Source: an optimization exercise on an open RTL-to-GDS flow (aim: small area). Production flows keep margins and buffers that such runs may drop.
Function was checked by simulation only, so behaviour that the tests miss may differ from the original.
Power figures rest on the tool's default switching activity, not on a simulated workload.

== job 3136 ==
==> flow/design.v <==
module eve_pe
#(
parameter WORD_SZ = 32,
parameter GENE_SZ = 64,
parameter ATTR_SZ = 8
)(
input clk,
input rst,
input setup,
input state,
input [GENE_SZ - 1: 0]  data_in1,
input [GENE_SZ - 1: 0]  data_in2,
input [GENE_SZ - 1: 0]  gene_in1,
input [GENE_SZ - 1: 0]  gene_in2,
input [GENE_SZ - 1: 0]  random_num_pack,
output [GENE_SZ - 1: 0]  gene_out1,
output [GENE_SZ - 1: 0]  gene_out2,
output [GENE_SZ - 1: 0]  gene_out3,
output reg [2 : 0]  out_valid
);
reg        fit_gt;           
reg  [7:0] mp_node_bias;
reg  [7:0] mp_node_resp;
reg  [7:0] mp_node_act;
reg  [7:0] mp_node_agg;
reg  [7:0] mp_conn_weight;
reg  [7:0] mp_conn_enable;
reg  [7:0] child_genome_id;
reg  [7:0] node_add_prob;
reg  [7:0] node_del_prob;
reg  [7:0] conn_add_prob;
reg  [7:0] conn_del_prob;
reg  [7:0] del_node_prob;    
reg  [7:0] del_conn_prob;
reg  [7:0] add_node_prob;    
reg  [7:0] add_conn_prob;
reg setup_d1, setup_d2, setup_d3, setup_d4;
wire fit_gt_in = data_in1[55:48] > data_in1[63:56];
wire fit_gt_nx = setup ? fit_gt_in : fit_gt;
wire [7:0] mp_node_bias_nx   = setup ? data_in1[47:40] : mp_node_bias;
wire [7:0] mp_node_resp_nx   = setup ? data_in1[39:32] : mp_node_resp;
wire [7:0] mp_node_act_nx    = setup ? data_in1[31:24] : mp_node_act;
wire [7:0] mp_node_agg_nx    = setup ? data_in1[23:16] : mp_node_agg;
wire [7:0] mp_conn_weight_nx = setup ? data_in1[15:8]  : mp_conn_weight;
wire [7:0] mp_conn_enable_nx = setup ? data_in1[7:0]   : mp_conn_enable;
always @(posedge clk, posedge rst)
begin
    if (rst) begin
        fit_gt          <= 1'b0;
        mp_node_bias    <= 8'd0;
        mp_node_resp    <= 8'd0;
        mp_node_act     <= 8'd0;
        mp_node_agg     <= 8'd0;
        mp_conn_weight  <= 8'd0;
        mp_conn_enable  <= 8'd0;
        child_genome_id <= 8'd0;
        node_add_prob   <= 8'd0;
        node_del_prob   <= 8'd0;
        conn_add_prob   <= 8'd0;
        conn_del_prob   <= 8'd0;
    end else begin
        fit_gt         <= fit_gt_nx;
        mp_node_bias   <= mp_node_bias_nx;
        mp_node_resp   <= mp_node_resp_nx;
        mp_node_act    <= mp_node_act_nx;
        mp_node_agg    <= mp_node_agg_nx;
        mp_conn_weight <= mp_conn_weight_nx;
        mp_conn_enable <= mp_conn_enable_nx;
        if (setup) begin
            child_genome_id <= data_in2[7:0];
            node_add_prob   <= data_in2[15:8];
            node_del_prob   <= data_in2[23:16];
            conn_add_prob   <= data_in2[31:24];
            conn_del_prob   <= data_in2[39:32];
        end
    end
end
always @(posedge clk, posedge rst)
begin
    if (rst) begin
        setup_d1 <= 1'b0;
        setup_d2 <= 1'b0;
        setup_d3 <= 1'b0;
        setup_d4 <= 1'b0;
        del_node_prob <= 8'd0;
        del_conn_prob <= 8'd0;
        add_node_prob <= 8'd0;
        add_conn_prob <= 8'd0;
    end else begin
        setup_d1 <= setup;
        setup_d2 <= setup_d1;
        setup_d3 <= setup_d2;
        setup_d4 <= setup_d3;
        if (setup_d3) begin
            del_node_prob <= node_del_prob;
            del_conn_prob <= conn_del_prob;
        end
        if (setup_d4) begin
            add_node_prob <= node_add_prob;
            add_conn_prob <= conn_add_prob;
        end
    end
end
wire [15:0] key1 = gene_in1[47:32];
wire [15:0] key2 = gene_in2[47:32];
reg  [55:0] a_g1;            
reg  [7:0]  a_g2_type;       
reg  [31:0] a_g2_attr;       
reg         a_bubble;        
reg         a_bias;          
always @(posedge clk, posedge rst)
begin
    if (rst) begin
        a_g1      <= 56'd0;
        a_g2_type <= 8'd0;
        a_g2_attr <= 32'd0;
        a_bubble  <= 1'b0;
        a_bias    <= 1'b0;
    end else begin
        a_g1      <= gene_in1[55:0];
        a_g2_type <= gene_in2[55:48];
        a_g2_attr <= gene_in2[31:0];
        a_bubble  <= key1 > key2;
        a_bias    <= key1 < key2;
    end
end
reg  [15:0] b_key;
reg  [7:0]  b_type;
reg  [31:0] b_g1_attr;
reg  [31:0] b_g2_attr;
reg         b_bubble;
reg         b_bias;
always @(posedge clk)
begin
    b_key     <= a_g1[47:32];
    b_type    <= (!a_bias && fit_gt_nx) ? a_g2_type : a_g1[55:48];
    b_g1_attr <= a_g1[31:0];
    b_g2_attr <= a_g2_attr;
    b_bubble  <= a_bubble;
    b_bias    <= a_bias;
end
reg         c_skip;
reg  [15:0] c_key;
reg  [7:0]  c_type;
reg  [31:0] c_attr;
wire [3:0] xsel;
genvar gi;
generate
    for (gi = 0; gi < 4; gi = gi + 1) begin : g_xsel
        assign xsel[gi] = !b_bias && (random_num_pack[8*gi+7:8*gi] > 8'h40);
    end
endgenerate
always @(posedge clk, posedge rst)
begin
    if (rst)
        c_skip <= 1'b1;
    else
        c_skip <= setup | b_bubble;
end
always @(posedge clk)
begin
    c_key  <= b_key;
    c_type <= b_type;
    c_attr[7:0]   <= xsel[0] ? b_g2_attr[7:0]   : b_g1_attr[7:0];
    c_attr[15:8]  <= xsel[1] ? b_g2_attr[15:8]  : b_g1_attr[15:8];
    c_attr[23:16] <= xsel[2] ? b_g2_attr[23:16] : b_g1_attr[23:16];
    c_attr[31:24] <= xsel[3] ? b_g2_attr[31:24] : b_g1_attr[31:24];
end
reg         d_skip;
reg  [15:0] d_key;
reg  [7:0]  d_type;
reg  [31:0] d_attr;
wire       gtype = c_type[7];
wire [7:0] r0 = random_num_pack[7:0];
wire [7:0] r1 = random_num_pack[15:8];
wire [7:0] r2 = random_num_pack[23:16];
wire [7:0] r3 = random_num_pack[31:24];
wire [7:0] th0 = gtype ? mp_conn_weight_nx : mp_node_bias_nx;
wire [7:0] th1 = gtype ? mp_conn_enable_nx : mp_node_resp_nx;
wire [7:0] th2 = gtype ? 8'd0 : mp_node_act_nx;
wire [7:0] th3 = gtype ? 8'd0 : mp_node_agg_nx;
wire [7:0] mv1 = gtype ? {7'd0, r1[0]} : r1;
wire [7:0] mv2 = gtype ? 8'd0 : {4'd0, r2[3:0]};
wire [7:0] mv3 = gtype ? 8'd0 : {5'd0, r3[2:0]};
always @(posedge clk, posedge rst)
begin
    if (rst)
        d_skip <= 1'b1;
    else
        d_skip <= c_skip;
end
always @(posedge clk)
begin
    d_key  <= c_key;
    d_type <= c_type;
    d_attr[7:0]   <= (r0 > th0) ? r0  : c_attr[7:0];
    d_attr[15:8]  <= (r1 > th1) ? mv1 : c_attr[15:8];
    d_attr[23:16] <= (r2 > th2) ? mv2 : c_attr[23:16];
    d_attr[31:24] <= (r3 > th3) ? mv3 : c_attr[31:24];
end
reg  [63:0] e_gene;
reg         e_bubble;
always @(posedge clk, posedge rst)
begin
    if (rst) begin
        e_gene   <= 64'd0;
        e_bubble <= 1'b0;
    end else begin
        e_gene   <= {child_genome_id, d_type, d_key, d_attr};
        e_bubble <= d_skip;
    end
end
wire [7:0] e_src  = e_gene[47:40];
wire [7:0] e_dst  = e_gene[39:32];
wire       e_hidden = (e_gene[54:53] == 2'b00);
reg  [7:0] hidden_max0;
always @(posedge clk, posedge rst)
begin
    if (rst)
        hidden_max0 <= 8'd0;
    else if (setup)
        hidden_max0 <= 8'd0;
    else if (!state && !e_bubble && e_hidden && (e_src > hidden_max0))
        hidden_max0 <= e_src;
end
wire [7:0] r5 = random_num_pack[39:32];
reg  [63:0] f_gene;
reg         f_valid;
reg  [3:0]  del_ctr;
reg  [63:0] del_list;            
wire [7:0] del_hit;
generate
    for (gi = 0; gi < 8; gi = gi + 1) begin : g_match
        assign del_hit[gi] = (del_ctr > gi) && ((e_src == del_list[8*gi+7:8*gi]) || (e_dst == del_list[8*gi+7:8*gi]));
    end
endgenerate
wire del_node = !setup_d3 && !e_bubble && !state && (r5 > del_node_prob) && !del_ctr[3] && e_hidden;
always @(posedge clk, posedge rst)
begin
    if (rst) begin
        f_valid <= 1'b0;
        del_ctr <= 4'd0;
    end else if (setup_d3) begin
        f_valid <= 1'b0;
        del_ctr <= 4'd0;
    end else if (e_bubble) begin
        f_valid <= 1'b0;
    end else if (!state) begin
        if (del_node) begin
            f_valid <= 1'b0;
            del_ctr <= del_ctr + 4'd1;
        end else begin
            f_valid <= 1'b1;
        end
    end else begin
        f_valid <= !((|del_hit) || (r5 > del_conn_prob));
    end
end
always @(posedge clk)
begin
    f_gene <= e_gene;
    if (del_node)
        del_list <= {del_list[55:0], e_src};
end
wire [7:0] r6 = random_num_pack[47:40];
reg  [63:0] g_gene;
reg  [7:0]  g_genome_id;
reg  [7:0]  src_reg;
reg  [7:0]  hidden_max1;
reg         next_flag;
always @(posedge clk, posedge rst)
begin
    if (rst) begin
        out_valid   <= 3'b000;
        hidden_max1 <= 8'd0;
        next_flag   <= 1'b0;
    end else if (setup_d4) begin
        out_valid   <= 3'b000;
        hidden_max1 <= 8'd0;
        next_flag   <= 1'b0;
    end else if (!f_valid) begin
        out_valid   <= 3'b000;
    end else if (!state) begin
        hidden_max1 <= hidden_max0;
        out_valid   <= 3'b001;
    end else if (r6 > add_node_prob) begin
        hidden_max1 <= hidden_max1 + 8'd1;
        out_valid   <= 3'b111;
    end else if ((r6 > add_conn_prob) && !next_flag) begin
        out_valid   <= 3'b001;
        next_flag   <= 1'b1;
    end else if (next_flag) begin
        out_valid   <= 3'b011;
        next_flag   <= 1'b0;
    end else begin
        out_valid   <= 3'b001;
    end
end
wire rec_src = !setup_d4 && f_valid && state && !(r6 > add_node_prob) && (r6 > add_conn_prob) && !next_flag;
always @(posedge clk)
begin
    g_gene      <= f_gene;
    g_genome_id <= child_genome_id;
    if (rec_src)
        src_reg <= f_gene[47:40];
end
wire split = out_valid[2];
assign gene_out1 = split ? {g_gene[63:56], 8'h00, hidden_max1, 8'h00, 32'h01010101}
                         : g_gene;
assign gene_out2 = split ? {g_gene[63:56], 8'h80, g_gene[47:40], hidden_max1, g_gene[31:0]}
                         : {g_genome_id, 8'h80, src_reg, g_gene[39:32], 32'h01010000};
assign gene_out3 = {g_gene[63:56], 8'h80, hidden_max1, g_gene[39:32], 32'h01010000};
endmodule
==> flow/config.mk <==
export PLATFORM = sky130hd
export DESIGN_NAME = eve_pe
export DESIGN_NICKNAME = eve_pe
export VERILOG_FILES = /design/flow/design.v
export SDC_FILE = /design/flow/constraint.sdc
export NUM_CORES = 4
export LEC_CHECK = 0
export CAP_MARGIN = 20
export CORE_MARGIN = 2
export CORE_UTILIZATION = 40
export SLEW_MARGIN = 20
==> flow/constraint.sdc <==
create_clock -name core_clock -period 4.5 [get_ports {clk}]
set_input_delay 0.9000 -clock core_clock [delete_from_list [all_inputs] [get_ports {clk}]]
set_output_delay 0.9000 -clock core_clock [all_outputs]
set_load 0.01 [all_outputs]
run.sh (not shown) runs the stock make flow with config.mk's settings and CLKGATE_MAP_FILE= SYNTH_SCRIPT=/design/flow/synth_recipe.tcl, a recipe that flattens the netlist after the stock synthesis.
> inputs changed (job 3136 -> job 5651)
--- a/flow/design.v
+++ b/flow/design.v
@@ -55,8 +55,4 @@
         mp_conn_enable  <= 8'd0;
         child_genome_id <= 8'd0;
-        node_add_prob   <= 8'd0;
-        node_del_prob   <= 8'd0;
-        conn_add_prob   <= 8'd0;
-        conn_del_prob   <= 8'd0;
     end else begin
         fit_gt         <= fit_gt_nx;
@@ -67,11 +63,15 @@
         mp_conn_weight <= mp_conn_weight_nx;
         mp_conn_enable <= mp_conn_enable_nx;
-        if (setup) begin
+        if (setup)
             child_genome_id <= data_in2[7:0];
-            node_add_prob   <= data_in2[15:8];
-            node_del_prob   <= data_in2[23:16];
-            conn_add_prob   <= data_in2[31:24];
-            conn_del_prob   <= data_in2[39:32];
-        end
+    end
+end
+always @(posedge clk)
+begin
+    if (setup) begin
+        node_add_prob <= data_in2[15:8];
+        node_del_prob <= data_in2[23:16];
+        conn_add_prob <= data_in2[31:24];
+        conn_del_prob <= data_in2[39:32];
     end
 end
@@ -109,20 +109,23 @@
 reg         a_bubble;        
 reg         a_bias;          
+reg         a_zero;          
 always @(posedge clk, posedge rst)
 begin
     if (rst) begin
-        a_g1      <= 56'd0;
-        a_g2_type <= 8'd0;
-        a_g2_attr <= 32'd0;
         a_bubble  <= 1'b0;
         a_bias    <= 1'b0;
+        a_zero    <= 1'b1;
     end else begin
-        a_g1      <= gene_in1[55:0];
-        a_g2_type <= gene_in2[55:48];
-        a_g2_attr <= gene_in2[31:0];
         a_bubble  <= key1 > key2;
         a_bias    <= key1 < key2;
+        a_zero    <= 1'b0;
     end
 end
+always @(posedge clk)
+begin
+    a_g1      <= gene_in1[55:0];
+    a_g2_type <= gene_in2[55:48];
+    a_g2_attr <= gene_in2[31:0];
+end
 reg  [15:0] b_key;
 reg  [7:0]  b_type;
@@ -131,4 +134,5 @@
 reg         b_bubble;
 reg         b_bias;
+reg         b_zero;
 always @(posedge clk)
 begin
@@ -139,4 +143,5 @@
     b_bubble  <= a_bubble;
     b_bias    <= a_bias;
+    b_zero    <= a_zero;
 end
 reg         c_skip;
@@ -160,10 +165,10 @@
 always @(posedge clk)
 begin
-    c_key  <= b_key;
-    c_type <= b_type;
-    c_attr[7:0]   <= xsel[0] ? b_g2_attr[7:0]   : b_g1_attr[7:0];
-    c_attr[15:8]  <= xsel[1] ? b_g2_attr[15:8]  : b_g1_attr[15:8];
-    c_attr[23:16] <= xsel[2] ? b_g2_attr[23:16] : b_g1_attr[23:16];
-    c_attr[31:24] <= xsel[3] ? b_g2_attr[31:24] : b_g1_attr[31:24];
+    c_key  <= b_zero ? 16'd0 : b_key;
+    c_type <= b_zero ? 8'd0  : b_type;
+    c_attr[7:0]   <= b_zero ? 8'd0 : xsel[0] ? b_g2_attr[7:0]   : b_g1_attr[7:0];
+    c_attr[15:8]  <= b_zero ? 8'd0 : xsel[1] ? b_g2_attr[15:8]  : b_g1_attr[15:8];
+    c_attr[23:16] <= b_zero ? 8'd0 : xsel[2] ? b_g2_attr[23:16] : b_g1_attr[23:16];
+    c_attr[31:24] <= b_zero ? 8'd0 : xsel[3] ? b_g2_attr[31:24] : b_g1_attr[31:24];
 end
 reg         d_skip;
## What came out
Compared with job 3136, detail-routed via count per cell in job 5651 decreased slightly.
Number of buffers inserted by post-CTS setup repair came out exactly the same in job 5651 and job 3136.
Against job 3136, job 5651 comes in about 0.7% higher on final cell count.
Layout-stage area growth over the synthesis result in job 5651 is 0.21 points above job 3136.
Job 5651 vs job 3136 — minimum clock period rose 0.16 ns.
Job 3136 and job 5651 ended up with roughly the same register bit total from synthesis.
Between job 5651 and job 3136, power share of the clock group is higher for job 5651, job 3136 comes in under that.
The combinational family with the most area after synthesis comes out simple AND/OR/NAND/NOR gates in one run and multiplexers in the other, namely in job 5651 and job 3136 respectively.
Number of placed cells counting well taps grows slightly when moving from job 3136 to job 5651.
Job 3136 → job 5651: maximum achievable frequency fell by 0.012 GHz; combinational group share of total power dropped 0.7 points; cell internal power dissipation dropped 1.5%.

[re-timing with driven ports]
The results above use ideal ports. As a check the final layouts listed here were re-extracted and re-timed, cells and wires unchanged. Step 1 (the two cells are an assumption about what drives the block):
set clk [get_ports {clk}]
set_driving_cell -lib_cell sky130_fd_sc_hd__clkbuf_16 $clk
set_driving_cell -lib_cell sky130_fd_sc_hd__buf_2 [delete_from_list [all_inputs] $clk]
Step 2 also shifts input and output timing later by t, the mid clock arrival at the registers, as if the neighbouring blocks saw the same clock. Three values: ideal, step 1, step 2; two values: the first two.
run	t, ns	setup slack, ns	worst setup path after step 2	worst slew at a driven data input, ns	pins driven straight from the clock port
job 3136	0.659	0.831 / 0.768 / 0.720	input to register	0.12	1
job 5651	0.657	0.669 / 0.611 / 0.780	input to register	0.11	1
After both steps every run listed still meets setup and hold. For job 3136, which loses most, drivers alone change the setup slack by -0.063 ns; drivers and shift together by -0.111 ns.
